From an optimization exercise on the open Yosys and OpenROAD flow, aimed at small area and few clock cycles; shortcuts taken in it are not production practice. The RTL was checked by simulation tests, not by an equivalence proof against the original design.

==> flow/design.v, too long to show whole: its modules and the start of the top module <==
// module axi4s_cordic: 840 lines
module axi4s_cordic #(
    parameter MODE = "ROT",       
    parameter integer DW = 12,
    parameter integer PAR = 1,
    parameter integer TDW = ((DW + 7) / 8) * 8
)(
    input  wire clk, resetn,
    input  wire signed [TDW*3*PAR - 1 : 0]  s_axis_tdata,
    input  wire                             s_axis_tlast,
    input  wire                             s_axis_tvalid,
    output wire                             s_axis_tready,
    output logic signed [TDW*3*PAR - 1 : 0] m_axis_tdata,
    output logic                            m_axis_tlast,
    output logic                            m_axis_tvalid,
    input  wire                             m_axis_tready
);
  // ...
==> flow/run.sh <==
#!/bin/bash
# synth_recipe.tcl (not shown) runs the flow's synth.tcl, then flattens the netlist and writes it again
# the make line also repeats each setting of config.mk as NAME=value (left out here)
make -C /OpenROAD-flow-scripts/flow DESIGN_CONFIG=/design/flow/config.mk WORK_HOME=/design/flow/orfs CLKGATE_MAP_FILE= SYNTH_SCRIPT=/design/flow/synth_recipe.tcl finish
==> flow/config.mk <==
export PLATFORM = sky130hd
export DESIGN_NAME = axi4s_cordic
export DESIGN_NICKNAME = axi4s_cordic
export VERILOG_FILES = /design/flow/design.v
export SDC_FILE = /design/flow/constraint.sdc
export NUM_CORES = 4
export LEC_CHECK = 0
export ABC_AREA = 1
export CAP_MARGIN = 20
export CORE_MARGIN = 2
export CORE_UTILIZATION = 40
export SLEW_MARGIN = 20
==> flow/constraint.sdc <==
create_clock -name core_clock -period 8.0 [get_ports {clk}]
set_input_delay 1.6000 -clock core_clock [delete_from_list [all_inputs] [get_ports {clk}]]
set_output_delay 1.6000 -clock core_clock [all_outputs]
set_load 0.01 [all_outputs]
==> results_dict.tcl, run 1 <==
set metrics [dict create \
    status "complete, no violations" \
    antenna_found_initial 0 \
    critPathTopFamily "adder cells" \
    numClockSinks 207 \
    area_growth_pct 11.8 \
    syn_inst 1878 \
    muxShareOfSynthArea_pct 0.388 \
    dpl_cell_area_um2 21100 \
    rsz0062_at_grt "false" \
    fin_tns_setup_ns 0 \
    max_freq_mhz 132 \
    ctsLongestPathBuffers 3 \
    endpoint "m_axis_tdata[15]" \
    met1_usage_pct 13.8 \
    ant_nets 0 \
    taps 664 \
    ys_seq_elements 207 \
    cp_slowest_stage_delay_ns 0.60 \
    synth-async-reset-ratio_pct 0 \
    clkbuf_count 34 \
    numCtsBuffers 26 \
    rrSetupSlack_ns 0.49 \
    die-area_um2 51000 \
    buf_share_pct 3.58 \
    rr_startpoint "d_r2" \
    slew_viol_final 0 \
    routabilityCongestion 0.848 \
    crit_cells 23 \
    dp_hpwl_mm 28.4 \
    grt_use_met2_pct 30.0 \
    n_antenna_cell 0 \
    yosysTopAreaCell "edfxtp_1" \
    critPathKind "reg -> out" \
    via_per_inst 4.54 \
    r2r_cells 21 \
]
Testbench counts, summed over its fixed seeds: cycles 12,048.
==> inputs of run 2 (changes only) <==
--- a/flow/config.mk
+++ b/flow/config.mk
@@ -9,4 +9,6 @@
 export CAP_MARGIN = 20
 export CORE_MARGIN = 2
 export CORE_UTILIZATION = 40
+export CTS_CLUSTER_DIAMETER = 60
+export CTS_CLUSTER_SIZE = 30
 export SLEW_MARGIN = 20
==> run 2 against run 1 <==
Effect of this change: still clean; register-to-register slack worse by 0.04 ns; synthesized area stayed put; non-clock buffer count stayed put; sequential share of layout area is 0.057 points lower; global-route usage is 0.087 points lower; fmax is 0.16% lower; core utilization is 0.092 points higher; die area stayed put; first-iteration DRC count is 12% lower; final cell count stayed put; critical path type unchanged; critical endpoint unchanged; largest cell class unchanged.
==> results_dict.tcl, run 2 <==
set metrics [dict create \
    synth-edff-count 201 \
    grt_pass1_wl_mm 58.8 \
    vias 11960 \
    core_area_um2 48700 \
    drt_iter0_drc 313 \
    ctsLongestPathBuffers 3 \
    grt_util_all_layers_pct 14.1 \
    synth_xor_xnor_area_share_pct 17.1 \
    hold_viol_final 0 \
    hold_path_class "reg -> reg" \
    ctsResizeCount 0 \
    numClockSinks 207 \
    synth-async-reset-ratio_pct 0 \
    critPathKind "reg -> out" \
    fin_crit_sh_pct 94.8 \
    post_cts_buffers 0 \
    drive_gt1_share_pct 7.90 \
    rows 81 \
    path_cells "ha_1, inv_1, fa_1, fa_1, inv_1, ha_1, inv_1, fa_1, fa_1, ha_1, nand4_1, nor4_1, o21a_1, o21a_1, and3b_1, a31o_2, nand4_1, nand2_1, a31o_2, ha_1, xnor2_1, xor2_1, clkdlybuf4s50_1" \
    ys_seq_elements 207 \
    synth_common_cells "348 x inv_1, 275 x xor2_1, 244 x fa_1" \
    most-common-layout-cells "347 x inv_1, 275 x xor2_1, 244 x fa_1" \
    crit_path_end_kind "primary output" \
    fp.dieH_um 226 \
    grt-ovfl-total 0 \
    yosys.area_share.adder_pct 27.9 \
    grt_max_degree 152 \
    synth_simple_gate_area_share_pct 11.9 \
    synth_top_family_by_area "adder cells" \
    yosysTopAreaCell "edfxtp_1" \
    firstDrtPassIters 5 \
    io_buffers 67 \
    final_common_cell "inv_1" \
    routabilityCongestion 0.848 \
    cp_slowest_stage_delay_ns 0.60 \
    cp_max_fo 6 \
    n_antenna_cell 0 \
    io-pin-count 104 \
    maxCapViolations 0 \
    num-nets-final 2313 \
    htree_levels 1 \
    die_w_um 226 \
    cp-start-kind "flip-flop" \
    first_global_vias 13031 \
    synth_compound_area_share_pct 3.17 \
    synth_area_um2 19700 \
    worst_path_max_delay_cell "edfxtp_1" \
    finClkSkew_ns 0.0190 \
    wl_per_cell_um 12.7 \
    cts_hold_buf 0 \
    synthTopCellsByArea "edfxtp_1 31%, fa_1 25%, xor2_1 12%" \
    fin_tns_setup_ns 0 \
    die-area_um2 51000 \
    synth_cell_types 58 \
    cp.required_ns 6.40 \
    setup_violations 0 \
    slew_headroom_pct 48.1 \
    synth.most_common_cell "inv_1" \
    clk_pin_slew_worst_paths_ns 0.05 \
    yosysWarnings 1 \
    totalWireLength_mm 33.8 \
    numCtsBuffers 26 \
    slew_viol_final 0 \
    synth.yosys.seq_area_share_pct 31.3 \
    ant_nets 0 \
    avgSynthCellArea_um2 10.5 \
    root_buffer "clkbuf_16" \
    critPathTopFamily "adder cells" \
    worstMarginPinSlew_ns 0.778 \
    antenna_found_initial 0 \
    dp_hpwl_mm 28.4 \
    utilization_pct 45.2 \
    cts_tree "built" \
    path_buf_inv 4 \
    yosysTopAreaCellShare_pct 30.7 \
    status "complete, no violations" \
    rrSetupSlack_ns 0.45 \
    drc 0 \
    ys.flop_type "edfxtp_1" \
    syn_inst 1878 \
    max_freq_mhz 132 \
    arrival_ns 5.98 \
    area_growth_pct 12.1 \
    muxShareOfSynthArea_pct 0.388 \
    clkLatencyLatePin_ns 0.56 \
    fin_crit_ns 7.58 \
    rsz0062_at_grt "false" \
    via_per_inst 4.51 \
    initial_core_util_pct 40.4 \
]
## run 2: cell count changes in the layout (fill, tap and decap cells not counted), sizes merged
cell	change
clkinvlp	-2
clkbuf	-7
clkinv	+3
bufinv	-2
inv	+8
## run 2: layout make-up
| class | count | area [um2] |
|---|---|---|
| fillers | 4552 | 26700 |
| multi-input cells | 1294 | 12000 |
| flip-flops and latches | 207 | 6160 |
| inverters | 357 | 1350 |
| well taps | 664 | 831 |
| repair buffers | 81 | 788 |
| clock buffers | 27 | 654 |
| clock inverters | 21 | 287 |
## run 2: worst paths after layout
check / from / end / depth (start not counted)
worst min register to register: l[3] / l[4] / 0
worst min-delay path: l[3] / l[4] / 0
worst max register to register: d_r2 / y_r3[11] / 21
worst max-delay path: x_r5[3] / m_axis_tdata[15] / 23
## run 2: layer usage
layer	routed length [um]	GRT usage, %	vias to the layer above
met3	712	1.74	60
met4	1080	4.53	0
met5	0	0	-
li1	-	-	5987
met1	11700	13.6	5795
met2	20300	30.0	118
## run 2: stage by stage
stage	setup WS (ns)	instance area [um2]	hold slack (ns)	cells
5_1_grt	0.00682	22000	0.432	2651
4_1_cts	0.337	22000	0.418	2651
6_report	0.418	22000	0.417	2651
3_5_place_dp	0.0965	21100	0.405	2603
2_1_floorplan	0.358	19800	0.400	1901
3_3_place_gp	0.140	21100	0.403	2603
## run 2: kinds of logic (layout without fill, tap and decap cells)
family / after synthesis / after routing
DFF: 207 / 207
adders and majority gates: 293 / 293
xor gates and xnor gates: 380 / 380
buffers and inverters: 400 / 486
AOI/OAI and AO/OA: 103 / 103
muxes: 7 / 7
and+or+nand+nor: 487 / 487
other: 1 / 24
==> inputs of run 3 (changes only) <==
==> flow/config.mk (replaced) <==
export PLATFORM = sky130hd
export DESIGN_NAME = axi4s_cordic
export DESIGN_NICKNAME = axi4s_cordic
export VERILOG_FILES = /design/flow/design.v
export SDC_FILE = /design/flow/constraint.sdc
export NUM_CORES = 4
export LEC_CHECK = 0
export CAP_MARGIN = 20
export CORE_MARGIN = 2
export CORE_UTILIZATION = 40
export SLEW_MARGIN = 20
==> run 3 against run 2 <==
Effect of this change: highest routed layer unchanged; sequential cell count stayed put; worst hold slack better by 0.0027 ns; worst setup slack worse by 0.10 ns; largest cell class unchanged; sequential share of layout area is 0.084 points lower; synthesized cell count is 7.5% lower; still clean on timing, DRC and antenna; cell area is 0.30% higher; synthesized area is 0.59% higher; clock skew is 0.0080 ns higher.
==> results_dict.tcl, run 3 <==
set metrics [dict create \
    cp.required_ns 8.25 \
    drive_gt1_share_pct 7.29 \
    synth.yosys.seq_area_share_pct 31.1 \
    n_antenna_cell 0 \
    first_global_vias 12465 \
    status "complete, no violations" \
    grt_pass1_wl_mm 58.2 \
    yosysWarnings 1 \
    synthTopCellsByArea "edfxtp_1 31%, fa_1 25%, xnor2_1 10%" \
    ctsLongestPathBuffers 3 \
    synth-edff-count 201 \
    io-pin-count 104 \
    utilization_pct 45.3 \
    grt_use_met2_pct 29.7 \
    rows 81 \
    layout_setup_ws_ns 0.318 \
    ys.flop_type "edfxtp_1" \
    fillers 4580 \
    final_common_cell "fa_1" \
    drt_iter0_drc 353 \
    fp.dieH_um 226 \
    maxCapViolations 0 \
    critPathTopFamily "adder cells" \
    io_buffers 67 \
    critPathKind "reg -> reg" \
    finClkSkew_ns 0.0269 \
    yosysTopAreaCellShare_pct 30.5 \
    grt_max_degree 81 \
    fin_crit_ns 7.68 \
    firstDrtPassIters 4 \
    area_growth_pct 11.8 \
    synth-async-reset-ratio_pct 0 \
    met1_usage_pct 13.9 \
    slew_viol_final 0 \
    routabilityCongestion 0.850 \
    initial_core_util_pct 40.5 \
    dp_slack_ns 0.0859 \
    htree_levels 1 \
    totalWireLength_mm 34.4 \
    numCtsBuffers 24 \
    drc 0 \
    synth_common_cells "244 x fa_1, 229 x xnor2_1, 223 x inv_1" \
    ant_nets 0 \
    final_cell_area_um2 22100 \
    grt.busiest_layer "met2" \
    crit_path_end_kind "flip-flop" \
    cp_slowest_stage_delay_ns 0.60 \
    num-nets-final 2168 \
    avgSynthCellArea_um2 11.4 \
    hold_viol_final 0 \
    cpMostUsedCell "fa_1" \
    fin_tns_setup_ns 0 \
    grt_util_all_layers_pct 14.0 \
    max_freq_mhz 130 \
    numClockSinks 207 \
    ys_seq_elements 207 \
    synth.most_common_cell "fa_1" \
    via_per_inst 4.75 \
    clkLatencyLatePin_ns 0.55 \
    syn_inst 1738 \
    setup_violations 0 \
    worst_path_max_delay_cell "fa_1" \
    core_area_um2 48800 \
    clk_pin_slew_worst_paths_ns 0.06 \
    hold_path_class "reg -> reg" \
    dp_hpwl_mm 28.5 \
    dpl_cell_area_um2 21300 \
    most-common-layout-cells "244 x fa_1, 226 x xnor2_1, 221 x inv_1" \
    grt-ovfl-total 0 \
    cts_tree "built" \
    path_cells "inv_1, o21ai_0, fa_1, fa_1, fa_1, fa_1, fa_1, fa_1, fa_1, xnor2_1, fa_1, fa_1, fa_1, fa_1, fa_1, fa_1, nor4_1, mux2i_1, nor2_1, xnor2_1" \
    worstMarginPinSlew_ns 0.987 \
    grt_use_met3_pct 1.61 \
    synth_cell_types 84 \
    slew_headroom_pct 34.2 \
    antenna_found_initial 0 \
    die-area_um2 51300 \
    synth_area_um2 19800 \
    wl_per_cell_um 13.8 \
    yosysTopAreaCell "edfxtp_1" \
    cp_max_fo 7 \
    arrival_ns 7.93 \
    vias 11879 \
    cp-start-kind "flip-flop" \
    path_buf_inv 1 \
    fin_crit_sh_pct 96.0 \
    rsz0062_at_grt "false" \
    root_buffer "clkbuf_16" \
    die_w_um 226 \
]
==> run 3: logic make-up (layout without fill, tap and decap cells) <==
| group | count (synthesis) | in the layout | share of synthesized area, % |
|---|---|---|---|
| xor gates and xnor gates | 398 | 398 | 18.0 |
| adders and majority gates | 293 | 293 | 27.8 |
| buffers and inverters | 298 | 375 | 6.22 |
| DFF | 207 | 207 | 31.1 |
| and+or+nand+nor | 343 | 343 | 9.08 |
| AOI/OAI and AO/OA | 154 | 154 | 5.43 |
| other | 1 | 24 | 0.0190 |
| muxes | 44 | 44 | 2.35 |
==> run 3: layer usage <==
metal | wire (um) | vias to the layer above
met2 | 20300 | 130
li1 | - | 5836
met3 | 824 | 51
met4 | 869 | 0
met1 | 12400 | 5862
met5 | 0 | -
==> run 3: worst register-to-register path: cells and delay by family (launching register included) <==
kind	cells	cell delay, ns
AO/OA/AOI/OAI	1	0.13
XOR/XNOR	2	0.22
adder cells (fa/ha/maj)	13	5.59
buffers and inverters	1	0.17
flip-flops	1	0.53
multiplexers	1	0.21
AND/OR/NAND/NOR	2	0.53
==> run 3: timing repair <==
item / in CTS / in global routing
setup endpoints to repair: 0 / 12
buffers inserted: 0 / 10
gates resized for setup: 0 / 4
hold buffers: 0 / 0
==> run 3: through the flow <==
stage | std cells | hold WS [ns]
5_1_grt | 2502 | 0.424
3_5_place_dp | 2450 | 0.406
6_report | 2502 | 0.419
2_1_floorplan | 1761 | 0.400
4_1_cts | 2492 | 0.421
3_3_place_gp | 2450 | 0.403
==> run 3: worst paths after layout <==
kind / from / end / slack (ns) / cells after the start
worst min-delay path: l[0] / l[1] / 0.42 / 0
worst max register to register: d_r2 / y_r3[12] / 0.32 / 20
worst min register to register: l[0] / l[1] / 0.42 / 0
worst max-delay path: d_r2 / y_r3[12] / 0.32 / 20
==> run 3: area by class of cell <==
| type | instances | area [um2] | share of cell area, % |
|---|---|---|---|
| flip-flops and latches | 207 | 6160 | 27.8 |
| repair buffers | 106 | 966 | 4.37 |
| clock buffers | 27 | 612 | 2.77 |
| well taps | 664 | 831 | 3.76 |
| inverters | 227 | 862 | 3.90 |
| multi-input cells | 1256 | 12500 | 56.7 |
| clock inverters | 15 | 151 | 0.685 |
==> inputs of run 4 (changes only) <==
--- a/flow/config.mk
+++ b/flow/config.mk
@@ -5,7 +5,10 @@
 export SDC_FILE = /design/flow/constraint.sdc
 export NUM_CORES = 4
 export LEC_CHECK = 0
+export ABC_AREA = 1
 export CAP_MARGIN = 20
 export CORE_MARGIN = 2
 export CORE_UTILIZATION = 40
+export CTS_CLUSTER_DIAMETER = 100
+export CTS_CLUSTER_SIZE = 50
 export SLEW_MARGIN = 20
==> run 4 against run 3 <==
Effect of this change: first-iteration DRC count down 0.28%; non-clock buffer count down 25; global-route usage down 0.13 points; core utilization down 1.1 points; still clean; critical path depth up 3; sequential cell count unchanged.
==> results_dict.tcl, run 4 <==
set metrics [dict create \
    status "complete, no violations" \
    cp_max_fo 6 \
    vias 11885 \
    post_cts_buffers 0 \
    drt_iter0_drc 352 \
    worst_path_max_delay_cell "edfxtp_1" \
    ys_seq_elements 207 \
    hold_viol_final 0 \
    max_freq_mhz 133 \
    grt_pass1_wl_mm 58.1 \
    first_global_vias 12877 \
    fillers 4582 \
    hold_path.startpoint "l[3]" \
    firstDrtPassIters 4 \
    maxCapViolations 0 \
    fin_crit_sh_pct 94.1 \
    fin_crit_ns 7.53 \
    ctsLongestPathBuffers 3 \
    antenna_found_initial 0 \
    synth_cell_types 58 \
    drive_gt1_share_pct 6.79 \
    slew_headroom_pct 47.2 \
    fp.dieH_um 226 \
    cp-start-kind "flip-flop" \
    drc 0 \
    cp-startpoint "x_r5[3]" \
    ctsResizeCount 0 \
    htree_levels 1 \
    cp_slowest_stage_delay_ns 0.62 \
    totalWireLength_mm 33.4 \
    area_growth_pct 9.52 \
    n_antenna_cell 0 \
    crit_path_end_kind "primary output" \
    yosysTopAreaCellShare_pct 30.7 \
    initial_core_util_pct 40.4 \
    cp.required_ns 6.40 \
    syn_inst 1878 \
    synthTopCellsByArea "edfxtp_1 31%, fa_1 25%, xor2_1 12%" \
    via_per_inst 4.53 \
    synth-async-reset-ratio_pct 0 \
    hold_path_class "reg -> reg" \
    io-pin-count 104 \
    core_area_um2 48700 \
    synth.most_common_cell "inv_1" \
    wl_per_cell_um 12.7 \
    cts_tree "built" \
    critPathKind "reg -> out" \
    synth_area_um2 19700 \
    worstMarginPinSlew_ns 0.792 \
    die-area_um2 51000 \
    ys.flop_type "edfxtp_1" \
    setup_violations 0 \
    finClkSkew_ns 0.0270 \
    rsz0062_at_grt "false" \
    synth.yosys.seq_area_share_pct 31.3 \
    yosysWarnings 1 \
    slew_viol_final 0 \
    die_w_um 226 \
    synth-edff-count 201 \
    clkLatencyLatePin_ns 0.49 \
    num-nets-final 2299 \
    rows 81 \
    fin_tns_setup_ns 0 \
    final-seq-area_um2 6160 \
    ant_nets 0 \
    multi_input_area_um2 12000 \
    grt_max_degree 152 \
    cts_hold_buf 0 \
    avgSynthCellArea_um2 10.5 \
    yosysTopAreaCell "edfxtp_1" \
    most-common-layout-cells "347 x inv_1, 275 x xor2_1, 244 x fa_1" \
    dp_hpwl_mm 28.4 \
    rr_startpoint "d_r2" \
    final_common_cell "inv_1" \
    synth_common_cells "348 x inv_1, 275 x xor2_1, 244 x fa_1" \
    io_buffers 67 \
    clk_pin_slew_worst_paths_ns 0.09 \
    routabilityCongestion 0.848 \
    numClockSinks 207 \
    arrival_ns 5.93 \
    grt-ovfl-total 0 \
    root_buffer "clkbuf_16" \
    numCtsBuffers 12 \
    path_cells "ha_1, inv_1, fa_1, fa_1, inv_1, ha_1, inv_1, fa_1, fa_1, ha_1, nand4_1, nor4_1, o21a_1, o21a_1, and3b_1, a31o_2, nand4_1, nand2_1, a31o_2, ha_1, xnor2_1, xor2_1, clkdlybuf4s50_1" \
    grt_util_all_layers_pct 13.9 \
]
-- run 4: changes by cell type in the layout (fill, tap and decap cells not counted), sizes merged, moves of 25 or more --
cell   before  now
xor2      164  277
inv       228  358
mux2i      34    2
nand3      21   90
xnor2     232  103
buf        39   14
nand2      62  229
nor3       46   17
-- run 4: area by class of cell --
cell class	instances	share of cell area, %
clock buffers	13	1.51
inverters	357	6.25
flip-flops and latches	207	28.6
clock inverters	7	0.528
multi-input cells	1294	55.6
repair buffers	81	3.66
well taps	664	3.86
-- run 4: logic make-up after synthesis --
family	after synthesis	share of synthesized area [%]
AO/OA/AOI/OAI	103	3.17
XOR/XNOR	380	17.1
adder cells (fa/ha/maj)	293	27.9
buffers and inverters	400	8.23
flip-flops	207	31.3
multiplexers	7	0.388
other	1	0.0191
AND/OR/NAND/NOR	487	11.9
-- run 4: worst paths after layout --
path	endpoint	slack, ns	cells after the start
worst max-delay path	m_axis_tdata[15]	0.47	23
worst min-delay path	l[4]	0.43	0
worst max register to register	y_r3[11]	0.48	21
worst min register to register	l[4]	0.43	0
-- run 4: per-stage QoR --
step / setup slack [ns] / utilization (%) / cell area [um2] / instances / hold slack [ns]
floorplan: 0.358 / - / 19800 / 1901 / 0.400
global placement: 0.140 / 43.3 / 21100 / 2603 / 0.403
detailed placement: 0.0965 / 43.3 / 21100 / 2603 / 0.405
CTS: 0.400 / 44.2 / 21500 / 2623 / 0.429
global route: 0.0784 / 44.2 / 21500 / 2623 / 0.439
finish: 0.475 / 44.2 / 21500 / 2623 / 0.426
-- run 4: layer usage --
| metal | vias up | part of all wire (%) | track usage [%] |
|---|---|---|---|
| met5 | - | 0 | 0 |
| met4 | 0 | 2.7 | 4.14 |
| met3 | 43 | 1.8 | 1.22 |
| met2 | 107 | 60 | 29.8 |
| met1 | 5796 | 35 | 13.7 |
| li1 | 5939 | - | - |
-- run 4: critical path: cells and delay by family, from the launching register on --
family,cells,cell delay [ns]
adder cells (fa/ha/maj),8,2.53
buffers and inverters,4,0.72
AO/OA/AOI/OAI,4,0.77
flip-flops,1,0.62
AND/OR/NAND/NOR,5,0.48
XOR/XNOR,2,0.33
==> inputs of run 5 (changes only) <==
--- a/flow/config.mk
+++ b/flow/config.mk
@@ -9,6 +9,6 @@
 export CAP_MARGIN = 20
 export CORE_MARGIN = 2
 export CORE_UTILIZATION = 40
-export CTS_CLUSTER_DIAMETER = 100
-export CTS_CLUSTER_SIZE = 50
+export CTS_CLUSTER_DIAMETER = 80
+export CTS_CLUSTER_SIZE = 40
 export SLEW_MARGIN = 20
==> run 5 against run 4 <==
Effect of this change: still clean; first-iteration DRC count is 7.4% lower; cell area is 0.60% higher; synthesized area is the same; worst setup slack got worse by 0.0095 ns; synthesized cell count unchanged; via count grew 0.35%; fmax decreased by 0.13%; critical path depth is 2 lower; clock skew is 0.011 ns higher; critical endpoint is now y_r3[11]; highest routed layer unchanged.
==> results_dict.tcl, run 5 <==
set metrics [dict create \
    status "complete, no violations" \
    fp.dieH_um 226 \
    clkLatencyLatePin_ns 0.52 \
    crit_cells 21 \
    path_cells "xor2_1, fa_1, fa_1, fa_1, fa_1, fa_1, fa_1, fa_1, xor2_1, fa_1, fa_1, fa_1, fa_1, fa_1, fa_1, xor2_1, nand2_1, inv_1, nand2_1, a21oi_1, xnor2_1" \
    dp_hpwl_mm 28.4 \
    drc 0 \
    cts_hold_buf 0 \
    antenna_found_initial 0 \
    ctsLongestPathBuffers 3 \
    finClkSkew_ns 0.0380 \
    cpMostUsedCell "fa_1" \
    totalWireLength_mm 33.6 \
    setup_violations 0 \
    yosysWarnings 1 \
    ys.flop_type "edfxtp_1" \
    firstDrtPassIters 4 \
    synthTopCellsByArea "edfxtp_1 31%, fa_1 25%, xor2_1 12%" \
    vias 11927 \
    syn_inst 1878 \
    fin_tns_setup_ns 0 \
    placedCellCount 2603 \
    cp_max_fo 7 \
    ctsResizeCount 0 \
    hold_path_class "reg -> reg" \
    final_cells 2632 \
    grt_pass1_wl_mm 58.4 \
    via_per_inst 4.53 \
    maxCapViolations 0 \
    critPathTopFamily "adder cells" \
    htree_levels 1 \
    synth.most_common_cell "inv_1" \
    grt_max_degree 152 \
    cp-start-kind "flip-flop" \
    root_buffer "clkbuf_16" \
    routabilityCongestion 0.848 \
    path_buf_inv 1 \
    arrival_ns 7.77 \
    max_freq_mhz 133 \
    final_cell_area_um2 21700 \
    cp_slowest_stage_delay_ns 0.55 \
    holdPathStages 0 \
    grt-ovfl-total 0 \
    die-area_um2 51000 \
    ant_nets 0 \
    numClockSinks 207 \
    dpl_cell_area_um2 21100 \
    fin_crit_ns 7.53 \
    cts_tree "built" \
    synth_cell_types 58 \
    hold_viol_final 0 \
    drive_gt1_share_pct 7.22 \
    first_global_vias 12963 \
    synth_area_um2 19700 \
    synth.yosys.seq_area_share_pct 31.3 \
    n_antenna_cell 0 \
    num-nets-final 2304 \
    critPathKind "reg -> reg" \
    worst_path_max_delay_cell "edfxtp_1" \
    utilization_pct 44.5 \
    slew_viol_final 0 \
    core_area_um2 48700 \
    cp.required_ns 8.23 \
    most-common-layout-cells "347 x inv_1, 275 x xor2_1, 244 x fa_1" \
    numCtsBuffers 17 \
    avgSynthCellArea_um2 10.5 \
    crit_path_end_kind "flip-flop" \
    clk_pin_slew_worst_paths_ns 0.08 \
    drt_iter0_drc 326 \
    rows 81 \
    io_buffers 67 \
    synth_common_cells "348 x inv_1, 275 x xor2_1, 244 x fa_1" \
    rsz0062_at_grt "false" \
    io-pin-count 104 \
    final_common_cell "inv_1" \
    wl_per_cell_um 12.8 \
    die_w_um 226 \
    ys_seq_elements 207 \
    grt_util_all_layers_pct 14.0 \
    synth-edff-count 201 \
    slew_headroom_pct 47.6 \
    area_growth_pct 10.2 \
    synth-async-reset-ratio_pct 0 \
    initial_core_util_pct 40.4 \
    fin_crit_sh_pct 94.2 \
    post_cts_buffers 0 \
    r2r_cells 21 \
    whs_ns 0.419 \
    yosysTopAreaCell "edfxtp_1" \
    worstMarginPinSlew_ns 0.786 \
    yosysTopAreaCellShare_pct 30.7 \
]
-- run 5: final cells by class --
| type | count | area, um2 |
|---|---|---|
| multi-input cells | 1294 | 12000 |
| fillers | 4574 | 27100 |
| clock inverters | 10 | 116 |
| repair buffers | 81 | 788 |
| inverters | 357 | 1350 |
| well taps | 664 | 831 |
| flip-flops and latches | 207 | 6160 |
| clock buffers | 19 | 453 |
-- run 5: worst reg2reg max path, delay by kind of cell, from the launching register on --
| family | cells | cell delay (ns) |
|---|---|---|
| xor gates and xnor gates | 4 | 0.69 |
| buffers and inverters | 1 | 0.10 |
| AOI/OAI and AO/OA | 1 | 0.16 |
| and+or+nand+nor | 2 | 0.20 |
| DFF | 1 | 0.55 |
| adders and majority gates | 13 | 5.53 |
-- run 5: metal layers --
metal,part of all wire [%],GRT usage (%)
met1,35,13.7
met2,60,29.9
met3,1.7,1.33
met4,3.1,4.36
met5,0,0
-- run 5: final timing paths --
kind	from	end	slack (ns)
max	d_r2	y_r3[11]	0.47
min	l[0]	l[1]	0.42
max reg2reg	d_r2	y_r3[11]	0.47
min reg2reg	l[0]	l[1]	0.42
-- run 5: kinds of logic after synthesis --
group           synth area share [%]
compound gates                  3.17
other cells                   0.0191
mux                            0.388
fa+ha+maj                       27.9
xor+xnor                        17.1
buf+inv                         8.23
flops                           31.3
simple gates                    11.9
-- run 5: per-stage QoR --
step / setup slack [ns]
after floorplan: 0.358
after global placement: 0.140
after detailed placement: 0.0965
after CTS: 0.395
after global routing: 0.0658
final: 0.465

[port drivers added, routing unchanged]
No port has a modelled driver above. Below, the same layouts with a new extraction and two added sets of constraints.
Step 1 (the two cells are an assumption about what drives the block):
set clk [get_ports {clk}]
set_driving_cell -lib_cell sky130_fd_sc_hd__clkbuf_16 $clk
set_driving_cell -lib_cell sky130_fd_sc_hd__buf_2 [delete_from_list [all_inputs] $clk]
Step 2 times the ports against the registers' clock, not the clock port: input delays grow and output delays shrink by t, the midpoint of the rising clock arrivals with the driver on.
Three values: ideal ports, drivers, drivers and shift; two values: the first two.
run	shift t [ns]	setup slack, ns	worst hold slack (ns)	worst setup path at the end	cell pins on the clock port's net
run 1	0.589	0.430 / 0.382 / 0.124	0.417 / 0.417 / 0.417	input to register	1
run 2	0.599	0.418 / 0.370 / 0.125	0.417 / 0.417 / 0.417	input to register	1
run 3	0.585	0.318 / 0.282 / 0.095	0.419 / 0.419 / 0.419	input to register	1
run 4	0.528	0.475 / 0.426 / 0.130	0.426 / 0.426 / 0.426	input to register	1
run 5	0.550	0.465 / 0.420 / 0.138	0.419 / 0.419 / 0.419	input to register	1
After both steps setup and hold are still met in every run listed. The setup slack of run 4, which loses most, moves by -0.049 ns with the drivers and by -0.345 ns with both steps.
